Background: an optimization exercise with open tools, aiming at small area and a short achievable clock period. Do not read the settings as production practice. At most, simulation tests tie the RTL to the original design; equivalence was not proved. Only the layout flow was run in run 2; the RTL was not checked for function there. Power is estimated from default activity; no workload was simulated.

==> flow/design.v, too long to show whole: its modules and the start of the top module <==
// module SIMD: 843 lines
// module SIMD_fa: 4 lines
// module SIMD_ha: 4 lines
module SIMD(clk,rst,opcode,funct3,funct7,rd_data1,rd_data2,rd_data3,w_add,immed,instrc_add,wr_add,wr_data);
  // ...
==> flow/flow/run.sh <==
#!/bin/bash
# The standard layout with two changes after synthesis (which is the
# standard one, unchanged): the port buffers that placement inserts start as
# buf_1 instead of the default delay buffer, and the resizer may swap a cell
# for one of another footprint.
set -e
bash standard.sh synth > synth.log 2>&1
export BUFFER_PORTS_ARGS="-buffer_cell sky130_fd_sc_hd__buf_1"
bash standard.sh MATCH_CELL_FOOTPRINT=0 finish > layout.log 2>&1
==> flow/standard.sh <==
#!/bin/bash
# synth_recipe.tcl (not shown) runs the flow's synth.tcl, then flattens the netlist and writes it again
# the make line also repeats each setting of config.mk as NAME=value (left out here)
make -C /OpenROAD-flow-scripts/flow DESIGN_CONFIG=/design/flow/config.mk WORK_HOME=/design/flow/orfs CLKGATE_MAP_FILE= SYNTH_SCRIPT=/design/flow/synth_recipe.tcl "${@:-finish}"
==> flow/config.mk <==
export PLATFORM = sky130hd
export DESIGN_NAME = SIMD
export DESIGN_NICKNAME = SIMD
export VERILOG_FILES = /design/flow/design.v
export SDC_FILE = /design/flow/constraint.sdc
export NUM_CORES = 4
export LEC_CHECK = 0
export CAP_MARGIN = 20
export CORE_MARGIN = 2
export CORE_UTILIZATION = 60
export CTS_BUF_LIST = sky130_fd_sc_hd__clkbuf_4 sky130_fd_sc_hd__clkbuf_8
export SETUP_SLACK_MARGIN = 4
export SLEW_MARGIN = 20
export SYNTH_HIERARCHICAL = 1
export SYNTH_MINIMUM_KEEP_SIZE = 0
==> flow/constraint.sdc <==
create_clock -name core_clock -period 10.6 [get_ports {clk}]
set_input_delay 2.1200 -clock core_clock [delete_from_list [all_inputs] [get_ports {clk}]]
set_output_delay 2.1200 -clock core_clock [all_outputs]
set_load 0.01 [all_outputs]
==> results.sh, run 1 <==
export IMPL_critPathCapture="ry[16]$_DFF_P_"
export IMPL_met3_wirelength_um=4770
export IMPL_seq_power_mw=0.419
export IMPL_num_antenna_cells=0
export IMPL_n_all_buffers=139
export IMPL_postPlaceCellArea_um2=13200
export IMPL_vias=10500
export IMPL_rsz0062_at_grt="no"
export IMPL_overflow=0
export IMPL_crit_path_start="immed[1]"
export IMPL_rr_worst_depth=4
export IMPL_slew_viol_final=0
export IMPL_status="finished clean"
export IMPL_multi_input_area_um2=10700
export IMPL_syn_cell_area_um2=12600
export IMPL_dr_wl_met2_um=18500
export IMPL_yosysTopAreaCell="fa_1"
export IMPL_path_cells="buf_1 > nor3b_2 > a21boi_1 > a21oi_1 > buf_4 > nor3_1 > fa_1 > fa_2 > fa_2 > fa_2 > fa_1 > fa_1 > and2_1 > fa_1"
export IMPL_clock_sinks=73
export IMPL_worstPathArrival_ns=6.77
export IMPL_fin_skew_ns=0.0131
export IMPL_crit_cells=14
export IMPL_synth_compound_area_share_pct=9.06
export IMPL_drv_cap=0
export IMPL_powerClk_mw=0.235
export IMPL_final_nets=1781
export IMPL_sh_seq_area_pct=10.8
export IMPL_async_flop_share_pct=0
export IMPL_post_route_drc_count=0
export IMPL_synth_area_leaders="fa_1 38%, dfxtp_1 12%, ha_1 8.2%, xor2_1 3.8%, nand2_1 3.5%"
export IMPL_dp_hpwl_um=32300
export IMPL_hold_ws_ns=0.482
export IMPL_cp_end_kind="register"
export IMPL_seq_area_frac_synth_pct=11.6
export IMPL_reg_largest_list="rx (24), ry (24), rlo (8)"
export IMPL_synth_top_area_share_pct=38.4
export IMPL_critPathRequiredTime_ns=10.83
export IMPL_htreeDepth=3
export IMPL_cp_start_kind="input pin"
==> inputs of run 2 (changes only) <==
--- a/flow/design.v
+++ b/flow/design.v
@@ -667,33 +667,36 @@
 wire lo_P9 = lo_p[2] & lo_P1;
 wire lo_G10 = lo_g[4] | (lo_p[4] & lo_G5);
 wire lo_P10 = lo_p[4] & lo_P5;
 wire lo_G11 = lo_g[6] | (lo_p[6] & lo_G8);
 wire lo_P11 = lo_p[6] & lo_P8;
 wire lo_G12 = lo_g[8] | (lo_p[8] & lo_G7);
 wire lo_P12 = lo_p[8] & lo_P7;
 wire [8:0] lo = {lo_p[8] ^ lo_G7, lo_p[7] ^ lo_G11, lo_p[6] ^ lo_G8, lo_p[5] ^ lo_G10, lo_p[4] ^ lo_G5, lo_p[3] ^ lo_G9, lo_p[2] ^ lo_G1, lo_p[1] ^ lo_g[0], lo_p[0]};
+wire [3:0] hi4 = tx[31:28] + ty[31:28];
 reg [7:0] rlo;
+reg [3:0] rhi;
 reg rc8;
-reg [31:8] rx, ry;
+reg [27:8] rx, ry;
 reg [5:0] rsel;
 always @(posedge clk) begin
     rlo <= lo[7:0] | lres[7:0];
+    rhi <= hi4;
     rc8 <= lo[8] & p8;
-    rx <= tx[31:8] | {16'h0000, lres[15:8]};
-    ry <= ty[31:8];
+    rx <= tx[27:8] | {12'h000, lres[15:8]};
+    ry <= ty[27:8];
     if (!rst) rsel <= 6'd0;
     else rsel <= {m4 & hiv, m4 & lov, m8 & hiv, m8 & lov, sel_hi16, sel_lo16};
 end
 wire r_k8 = ~(rsel[4] | rsel[5]);    
 wire r_k16 = rsel[0] | rsel[1];      
-wire [26:0] gx = {rx[31:24], r_k8, rx[23:16], r_k16, rx[15:8], rc8};
-wire [26:0] gy = {ry[31:24], 1'b0, ry[23:16], 1'b0, ry[15:8], rc8};
-wire [26:0] gs_g, gs_p;
+wire [23:0] gx = {1'b0, rx[27:24], r_k8, rx[23:16], r_k16, rx[15:8], rc8};
+wire [23:0] gy = {1'b0, ry[27:24], 1'b0, ry[23:16], 1'b0, ry[15:8], rc8};
+wire [23:0] gs_g, gs_p;
 assign gs_g[0] = gx[0] & gy[0];
 assign gs_p[0] = gx[0] ^ gy[0];
 assign gs_g[1] = gx[1] & gy[1];
 assign gs_p[1] = gx[1] ^ gy[1];
 assign gs_g[2] = gx[2] & gy[2];
 assign gs_p[2] = gx[2] ^ gy[2];
 assign gs_g[3] = gx[3] & gy[3];
 assign gs_p[3] = gx[3] ^ gy[3];
@@ -732,22 +735,16 @@
 assign gs_g[20] = gx[20] & gy[20];
 assign gs_p[20] = gx[20] ^ gy[20];
 assign gs_g[21] = gx[21] & gy[21];
 assign gs_p[21] = gx[21] ^ gy[21];
 assign gs_g[22] = gx[22] & gy[22];
 assign gs_p[22] = gx[22] ^ gy[22];
 assign gs_g[23] = gx[23] & gy[23];
 assign gs_p[23] = gx[23] ^ gy[23];
-assign gs_g[24] = gx[24] & gy[24];
-assign gs_p[24] = gx[24] ^ gy[24];
-assign gs_g[25] = gx[25] & gy[25];
-assign gs_p[25] = gx[25] ^ gy[25];
-assign gs_g[26] = gx[26] & gy[26];
-assign gs_p[26] = gx[26] ^ gy[26];
 wire gs_G1 = gs_g[1] | (gs_p[1] & gs_g[0]);
 wire gs_P1 = gs_p[1] & gs_p[0];
 wire gs_G2 = gs_g[3] | (gs_p[3] & gs_g[2]);
 wire gs_P2 = gs_p[3] & gs_p[2];
 wire gs_G3 = gs_g[5] | (gs_p[5] & gs_g[4]);
 wire gs_P3 = gs_p[5] & gs_p[4];
 wire gs_G4 = gs_g[7] | (gs_p[7] & gs_g[6]);
 wire gs_P4 = gs_p[7] & gs_p[6];
@@ -762,84 +759,77 @@
 wire gs_G9 = gs_g[17] | (gs_p[17] & gs_g[16]);
 wire gs_P9 = gs_p[17] & gs_p[16];
 wire gs_G10 = gs_g[19] | (gs_p[19] & gs_g[18]);
 wire gs_P10 = gs_p[19] & gs_p[18];
 wire gs_G11 = gs_g[21] | (gs_p[21] & gs_g[20]);
 wire gs_P11 = gs_p[21] & gs_p[20];
 wire gs_G12 = gs_g[23] | (gs_p[23] & gs_g[22]);
 wire gs_P12 = gs_p[23] & gs_p[22];
-wire gs_G13 = gs_g[25] | (gs_p[25] & gs_g[24]);
-wire gs_P13 = gs_p[25] & gs_p[24];
-wire gs_G14 = gs_G2 | (gs_P2 & gs_G1);
-wire gs_P14 = gs_P2 & gs_P1;
-wire gs_G15 = gs_G4 | (gs_P4 & gs_G3);
-wire gs_P15 = gs_P4 & gs_P3;
-wire gs_G16 = gs_G6 | (gs_P6 & gs_G5);
-wire gs_P16 = gs_P6 & gs_P5;
-wire gs_G17 = gs_G8 | (gs_P8 & gs_G7);
-wire gs_P17 = gs_P8 & gs_P7;
-wire gs_G18 = gs_G10 | (gs_P10 & gs_G9);
-wire gs_P18 = gs_P10 & gs_P9;
-wire gs_G19 = gs_G12 | (gs_P12 & gs_G11);
-wire gs_P19 = gs_P12 & gs_P11;
-wire gs_G20 = gs_G15 | (gs_P15 & gs_G14);
-wire gs_P20 = gs_P15 & gs_P14;
-wire gs_G21 = gs_G17 | (gs_P17 & gs_G16);
-wire gs_P21 = gs_P17 & gs_P16;
-wire gs_G22 = gs_G19 | (gs_P19 & gs_G18);
-wire gs_P22 = gs_P19 & gs_P18;
-wire gs_G23 = gs_G21 | (gs_P21 & gs_G20);
-wire gs_P23 = gs_P21 & gs_P20;
-wire gs_G24 = gs_G22 | (gs_P22 & gs_G23);
-wire gs_P24 = gs_P22 & gs_P23;
-wire gs_G25 = gs_G16 | (gs_P16 & gs_G20);
-wire gs_P25 = gs_P16 & gs_P20;
-wire gs_G26 = gs_G18 | (gs_P18 & gs_G23);
-wire gs_P26 = gs_P18 & gs_P23;
-wire gs_G27 = gs_G3 | (gs_P3 & gs_G14);
-wire gs_P27 = gs_P3 & gs_P14;
-wire gs_G28 = gs_G5 | (gs_P5 & gs_G20);
-wire gs_P28 = gs_P5 & gs_P20;
-wire gs_G29 = gs_G7 | (gs_P7 & gs_G25);
-wire gs_P29 = gs_P7 & gs_P25;
-wire gs_G30 = gs_G9 | (gs_P9 & gs_G23);
-wire gs_P30 = gs_P9 & gs_P23;
-wire gs_G31 = gs_G11 | (gs_P11 & gs_G26);
-wire gs_P31 = gs_P11 & gs_P26;
-wire gs_G32 = gs_G13 | (gs_P13 & gs_G24);
-wire gs_P32 = gs_P13 & gs_P24;
-wire gs_G33 = gs_g[2] | (gs_p[2] & gs_G1);
-wire gs_P33 = gs_p[2] & gs_P1;
-wire gs_G34 = gs_g[4] | (gs_p[4] & gs_G14);
-wire gs_P34 = gs_p[4] & gs_P14;
-wire gs_G35 = gs_g[6] | (gs_p[6] & gs_G27);
-wire gs_P35 = gs_p[6] & gs_P27;
-wire gs_G36 = gs_g[8] | (gs_p[8] & gs_G20);
-wire gs_P36 = gs_p[8] & gs_P20;
-wire gs_G37 = gs_g[10] | (gs_p[10] & gs_G28);
-wire gs_P37 = gs_p[10] & gs_P28;
-wire gs_G38 = gs_g[12] | (gs_p[12] & gs_G25);
-wire gs_P38 = gs_p[12] & gs_P25;
-wire gs_G39 = gs_g[14] | (gs_p[14] & gs_G29);
-wire gs_P39 = gs_p[14] & gs_P29;
-wire gs_G40 = gs_g[16] | (gs_p[16] & gs_G23);
-wire gs_P40 = gs_p[16] & gs_P23;
-wire gs_G41 = gs_g[18] | (gs_p[18] & gs_G30);
-wire gs_P41 = gs_p[18] & gs_P30;
-wire gs_G42 = gs_g[20] | (gs_p[20] & gs_G26);
-wire gs_P42 = gs_p[20] & gs_P26;
-wire gs_G43 = gs_g[22] | (gs_p[22] & gs_G31);
-wire gs_P43 = gs_p[22] & gs_P31;
-wire gs_G44 = gs_g[24] | (gs_p[24] & gs_G24);
-wire gs_P44 = gs_p[24] & gs_P24;
-wire gs_G45 = gs_g[26] | (gs_p[26] & gs_G32);
-wire gs_P45 = gs_p[26] & gs_P32;
-wire [26:0] gs = {gs_p[26] ^ gs_G32, gs_p[25] ^ gs_G44, gs_p[24] ^ gs_G24, gs_p[23] ^ gs_G43, gs_p[22] ^ gs_G31, gs_p[21] ^ gs_G42, gs_p[20] ^ gs_G26, gs_p[19] ^ gs_G41, gs_p[18] ^ gs_G30, gs_p[17] ^ gs_G40, gs_p[16] ^ gs_G23, gs_p[15] ^ gs_G39, gs_p[14] ^ gs_G29, gs_p[13] ^ gs_G38, gs_p[12] ^ gs_G25, gs_p[11] ^ gs_G37, gs_p[10] ^ gs_G28, gs_p[9] ^ gs_G36, gs_p[8] ^ gs_G20, gs_p[7] ^ gs_G35, gs_p[6] ^ gs_G27, gs_p[5] ^ gs_G34, gs_p[4] ^ gs_G14, gs_p[3] ^ gs_G33, gs_p[2] ^ gs_G1, gs_p[1] ^ gs_g[0], gs_p[0]};
-wire [31:0] P = {gs[26:19], gs[17:10], gs[8:1], rlo};
+wire gs_G13 = gs_G2 | (gs_P2 & gs_G1);
+wire gs_P13 = gs_P2 & gs_P1;
+wire gs_G14 = gs_G4 | (gs_P4 & gs_G3);
+wire gs_P14 = gs_P4 & gs_P3;
+wire gs_G15 = gs_G6 | (gs_P6 & gs_G5);
+wire gs_P15 = gs_P6 & gs_P5;
+wire gs_G16 = gs_G8 | (gs_P8 & gs_G7);
+wire gs_P16 = gs_P8 & gs_P7;
+wire gs_G17 = gs_G10 | (gs_P10 & gs_G9);
+wire gs_P17 = gs_P10 & gs_P9;
+wire gs_G18 = gs_G12 | (gs_P12 & gs_G11);
+wire gs_P18 = gs_P12 & gs_P11;
+wire gs_G19 = gs_G14 | (gs_P14 & gs_G13);
+wire gs_P19 = gs_P14 & gs_P13;
+wire gs_G20 = gs_G16 | (gs_P16 & gs_G15);
+wire gs_P20 = gs_P16 & gs_P15;
+wire gs_G21 = gs_G18 | (gs_P18 & gs_G17);
+wire gs_P21 = gs_P18 & gs_P17;
+wire gs_G22 = gs_G20 | (gs_P20 & gs_G19);
+wire gs_P22 = gs_P20 & gs_P19;
+wire gs_G23 = gs_G21 | (gs_P21 & gs_G22);
+wire gs_P23 = gs_P21 & gs_P22;
+wire gs_G24 = gs_G15 | (gs_P15 & gs_G19);
+wire gs_P24 = gs_P15 & gs_P19;
+wire gs_G25 = gs_G17 | (gs_P17 & gs_G22);
+wire gs_P25 = gs_P17 & gs_P22;
+wire gs_G26 = gs_G3 | (gs_P3 & gs_G13);
+wire gs_P26 = gs_P3 & gs_P13;
+wire gs_G27 = gs_G5 | (gs_P5 & gs_G19);
+wire gs_P27 = gs_P5 & gs_P19;
+wire gs_G28 = gs_G7 | (gs_P7 & gs_G24);
+wire gs_P28 = gs_P7 & gs_P24;
+wire gs_G29 = gs_G9 | (gs_P9 & gs_G22);
+wire gs_P29 = gs_P9 & gs_P22;
+wire gs_G30 = gs_G11 | (gs_P11 & gs_G25);
+wire gs_P30 = gs_P11 & gs_P25;
+wire gs_G31 = gs_g[2] | (gs_p[2] & gs_G1);
+wire gs_P31 = gs_p[2] & gs_P1;
+wire gs_G32 = gs_g[4] | (gs_p[4] & gs_G13);
+wire gs_P32 = gs_p[4] & gs_P13;
+wire gs_G33 = gs_g[6] | (gs_p[6] & gs_G26);
+wire gs_P33 = gs_p[6] & gs_P26;
+wire gs_G34 = gs_g[8] | (gs_p[8] & gs_G19);
+wire gs_P34 = gs_p[8] & gs_P19;
+wire gs_G35 = gs_g[10] | (gs_p[10] & gs_G27);
+wire gs_P35 = gs_p[10] & gs_P27;
+wire gs_G36 = gs_g[12] | (gs_p[12] & gs_G24);
+wire gs_P36 = gs_p[12] & gs_P24;
+wire gs_G37 = gs_g[14] | (gs_p[14] & gs_G28);
+wire gs_P37 = gs_p[14] & gs_P28;
+wire gs_G38 = gs_g[16] | (gs_p[16] & gs_G22);
+wire gs_P38 = gs_p[16] & gs_P22;
+wire gs_G39 = gs_g[18] | (gs_p[18] & gs_G29);
+wire gs_P39 = gs_p[18] & gs_P29;
+wire gs_G40 = gs_g[20] | (gs_p[20] & gs_G25);
+wire gs_P40 = gs_p[20] & gs_P25;
+wire gs_G41 = gs_g[22] | (gs_p[22] & gs_G30);
+wire gs_P41 = gs_p[22] & gs_P30;
+wire [23:0] gs = {gs_p[23] ^ gs_G41, gs_p[22] ^ gs_G30, gs_p[21] ^ gs_G40, gs_p[20] ^ gs_G25, gs_p[19] ^ gs_G39, gs_p[18] ^ gs_G29, gs_p[17] ^ gs_G38, gs_p[16] ^ gs_G22, gs_p[15] ^ gs_G37, gs_p[14] ^ gs_G28, gs_p[13] ^ gs_G36, gs_p[12] ^ gs_G24, gs_p[11] ^ gs_G35, gs_p[10] ^ gs_G27, gs_p[9] ^ gs_G34, gs_p[8] ^ gs_G19, gs_p[7] ^ gs_G33, gs_p[6] ^ gs_G26, gs_p[5] ^ gs_G32, gs_p[4] ^ gs_G13, gs_p[3] ^ gs_G31, gs_p[2] ^ gs_G1, gs_p[1] ^ gs_g[0], gs_p[0]};
+wire [3:0] top = rhi + {3'b000, gs[23]};
+wire [31:0] P = {top, gs[22:19], gs[17:10], gs[8:1], rlo};
 wire [15:0] res = ({16{rsel[0]}} & P[15:0]) | ({16{rsel[1]}} & P[31:16]) |
                   ({16{rsel[2]}} & {P[23:16], P[7:0]}) | ({16{rsel[3]}} & {P[31:24], P[15:8]}) |
                   ({16{rsel[4]}} & {P[27:24], P[19:16], P[11:8], P[3:0]}) |
                   ({16{rsel[5]}} & {P[31:28], P[23:20], P[15:12], P[7:4]});
 assign wr_data = res;
 endmodule
 module SIMD_fa(input a, input b, input c, output s, output co);
 assign s = a ^ b ^ c;
==> results.sh, run 2 <==
export IMPL_area_growth_pct=8.99
export IMPL_powerDensity_nw_per_um2=122
export IMPL_p_comb_share_pct=60.8
export IMPL_path_cells="clkbuf_2 > nor3_1 > a221oi_1 > buf_4 > nor3_1 > fa_1 > fa_2 > fa_1 > fa_1 > fa_1 > fa_1 > and2_1 > fa_1"
export IMPL_yosysWarnings=7
export IMPL_postPlaceCellArea_um2=13000
export IMPL_crit_top_cell="fa_1"
export IMPL_pre_cts_ws_ns=3.07
export IMPL_wl_um=43000
export IMPL_syn_area_per_cell_um2=9.53
export IMPL_dp_hpwl_um=33000
export IMPL_finalCriticalPeriod_ns=6.54
export IMPL_cts_tree="done"
export IMPL_cts_hold_buffers=0
export IMPL_layout_setup_ws_ns=4.06
export IMPL_fin_skew_ns=0.000353
export IMPL_yosysTopAreaCell="fa_1"
export IMPL_portBuffers=109
export IMPL_seq_area_frac_synth_pct=11.2
export IMPL_placedCellCount=1624
export IMPL_cp_end_kind="register"
export IMPL_drt_first_pass_iters=7
export IMPL_avgRoutedWirePerCell_um=25.9
export IMPL_synth_ff_type="dfxtp_1"
export IMPL_cts_root_buf="clkbuf_8"
export IMPL_postLayoutCoreUtil_pct=66.5
export IMPL_leakage_nw=6.42
export IMPL_cp_slowest_stage_delay_ns=0.72
export IMPL_p_clk_share_pct=14.3
export IMPL_final_common_cell="fa_1"
export IMPL_drt_iter0_markers=1131
export IMPL_fmax_mhz=153
export IMPL_clock_latency_ns=0.38
export IMPL_finalHoldViolations=0
export IMPL_critical_path_buf_inv_count=2
export IMPL_ys_types=59
export IMPL_cts_buffers=9
export IMPL_slew_headroom_pct=25.1
export IMPL_synth_edf_count=0
export IMPL_final_layout_size_suffix_gt1_share_pct=6.83
export IMPL_ant_nets=0
export IMPL_slowest_stage="nor3_1"
export IMPL_synth_area_leaders="fa_1 39%, dfxtp_1 11%, ha_1 8.4%, nor2_1 4.6%, nand2_1 4.0%"
export IMPL_drv_cap=0
export IMPL_grt_pass1_wl_um=66100
export IMPL_synth_cells=1290
export IMPL_core_um2=20200
export IMPL_final_nets=1794
export IMPL_synthTopCellsByCount="241 x fa_1, 151 x nor2_1, 130 x nand2_1, 83 x ha_1, 69 x dfxtp_1"
export IMPL_groute_usage_overall_pct=41.6
export IMPL_cp_start_kind="input pin"
export IMPL_swShare_pct=49.5
export IMPL_crit_type="input pin to register"
export IMPL_design_area_um2=13400
export IMPL_p_int_mw=0.829
export IMPL_worstPathArrival_ns=6.81
export IMPL_worst_slew_pin_slew_ns=1.11
export IMPL_clkTransAtPathRegs_ns=0.10
export IMPL_synth_seq_cells=69
export IMPL_initial_core_util_pct=61.0
export IMPL_critPathRequiredTime_ns=10.87
export IMPL_htreeDepth=3
export IMPL_vias=10600
export IMPL_placementRows=52
export IMPL_final_cell_mix="240 x fa_1, 150 x nor2_1, 127 x nand2_1, 104 x buf_1, 83 x ha_1"
export IMPL_async_flop_share_pct=0
export IMPL_design_die_area_um2=21700
export IMPL_die_w_um=147
export IMPL_rsz0062_at_grt="yes"
export IMPL_fp_dieH_um=147
export IMPL_slew_viol_final=0
export IMPL_final_cells=1661
export IMPL_grt_max_degree=48
export IMPL_overflow=0
export IMPL_crit_fanout=15
export IMPL_pwr_share_seq_pct=25.0
export IMPL_cts_path_max_buffers=2
export IMPL_reg_largest_list="rx (20), ry (20), rlo (8)"
export IMPL_io_pins=112
export IMPL_synth_top_area_share_pct=39.2
export IMPL_hp_class="register to register"
export IMPL_ir_drop_mv=0.0920
export IMPL_num_antenna_cells=0
export IMPL_setup_viol=0
export IMPL_clock_sinks=69
export IMPL_post_route_drc_count=0
export IMPL_synth_most_common_cell="fa_1"
export IMPL_syn_cell_area_um2=12300
export IMPL_grt_pass1_vias=11000
export IMPL_switchingPower_mw=0.811
export IMPL_gp_congestion=0.998
export IMPL_cp_top_family="adder cells"
export IMPL_status="finished clean"
export IMPL_viasPerCell=6.39
export IMPL_finalCritPeriodShare_pct=61.7
export IMPL_final_setup_tns_ns=0
export IMPL_antenna_found_initial=2
run 2: cell count changes in the layout (fill, tap and decap cells not counted), sizes merged, moves of 5 or more:
cell,delta
nor3,-31
inv,+14
buf,+13
nand2,+13
a22oi,+5
nor2,+48
xnor2,+11
nor4b,-5
xor2,-9
a222oi,-5
and3,-10
run 2: stage by stage:
stage                     hold slack [ns]  power (mW)
after floorplan                     0.476        1.00
after global placement              0.450        1.35
after detailed placement            0.466        1.37
after CTS                           0.490        1.62
after global routing                0.514        1.75
final                               0.488        1.64
run 2: what timing repair did:
action | in CTS | in global routing
resized for setup | 16 | 10
endpoints found under the setup margin | 32 | 17
pin swaps | 4 | 1
setup buffers | 19 | 2
gates cloned | 0 | 0
run 2: power groups by stage:
stage | clock [mW] | combinational (mW) | sequential, mW
5_1_grt | 0.244 | 1.09 | 0.413
6_report | 0.234 | 0.997 | 0.410
3_5_place_dp | 0 | 0.955 | 0.412
4_1_cts | 0.235 | 0.975 | 0.406
3_3_place_gp | 0 | 0.940 | 0.412
2_1_floorplan | 0 | 0.628 | 0.375
run 2: worst paths after layout:
path / startpoint / to / slack (ns) / cells past startpoint
setup / recovery: immed[3] / ry[16]$_DFF_P_ / 4.06 / 13
hold / removal: pc[0]$_SDFF_PN0_ / pc[0]$_SDFF_PN0_ / 0.49 / 1
setup reg to reg: pc[0]$_SDFF_PN0_ / pc[4]$_SDFF_PN0_ / 9.54 / 4
hold reg to reg: pc[0]$_SDFF_PN0_ / pc[0]$_SDFF_PN0_ / 0.49 / 1
run 2: cell type report:
| class | instances | area, um^2 |
|---|---|---|
| clock buffer | 9 | 124 |
| clock inverter | 7 | 65.1 |
| fill | 1754 | 6770 |
| inverter | 74 | 282 |
| multi-input combinational | 1081 | 10500 |
| sequential | 69 | 1380 |
| tap | 270 | 338 |
| timing repair buffer | 151 | 763 |
run 2: routing by layer:
layer  GRT usage (%)  share of wire (%)  wire length, um
met1            55.6                 37            15900
met2            62.4                 44            18900
met3            10.1                 12             5250
met4            23.6                6.8             2930
met5               0              0.035               15
run 2: Yosys stat by module, one instance, submodules excluded:
module,cell area [um^2],copies in the design,cells
SIMD,7520,1,1044
SIMD_ha,12.5,20,1
SIMD_fa,20.0,226,1
run 2: kinds of logic after synthesis:
group,share of synthesized area (%)
adders and majority gates,47.7
DFF,11.2
other,0.0305
muxes,1.55
xor gates and xnor gates,6.48
and+or+nand+nor,19.9
buffers and inverters,4.67
AOI/OAI and AO/OA,8.42

==> port drivers added, routing unchanged <==
In the flow no input, the clock included, has a driving cell. The finished layouts below were timed again as built, in two steps. Step 1 sets driving cells, clkbuf_16 on the clock port and buf_2 on the other inputs (assumed; they add their load-dependent delay and slew). Step 2 also shifts input and output timing later by t, the mid clock arrival at the registers, as if the neighbouring blocks saw the same clock. Three values: ideal ports, drivers, drivers and shift; two values: the first two.
run | t (ns) | slack for setup (ns) | hold WS [ns] | latest minus earliest clock arrival (ns) | pins driven straight from the clock port
run 1 | 0.399 | 4.060 / 4.076 / 3.677 | 0.482 / 0.482 / 0.482 | 0.031 / 0.031 | 1
run 2 | 0.436 | 4.063 / 4.064 / 3.628 | 0.488 / 0.488 / 0.488 | 0.034 / 0.034 | 1
After both steps setup and hold are still met in every run listed. The setup slack of run 2, which loses most, moves by +0.001 ns with the drivers and by -0.435 ns with both steps.
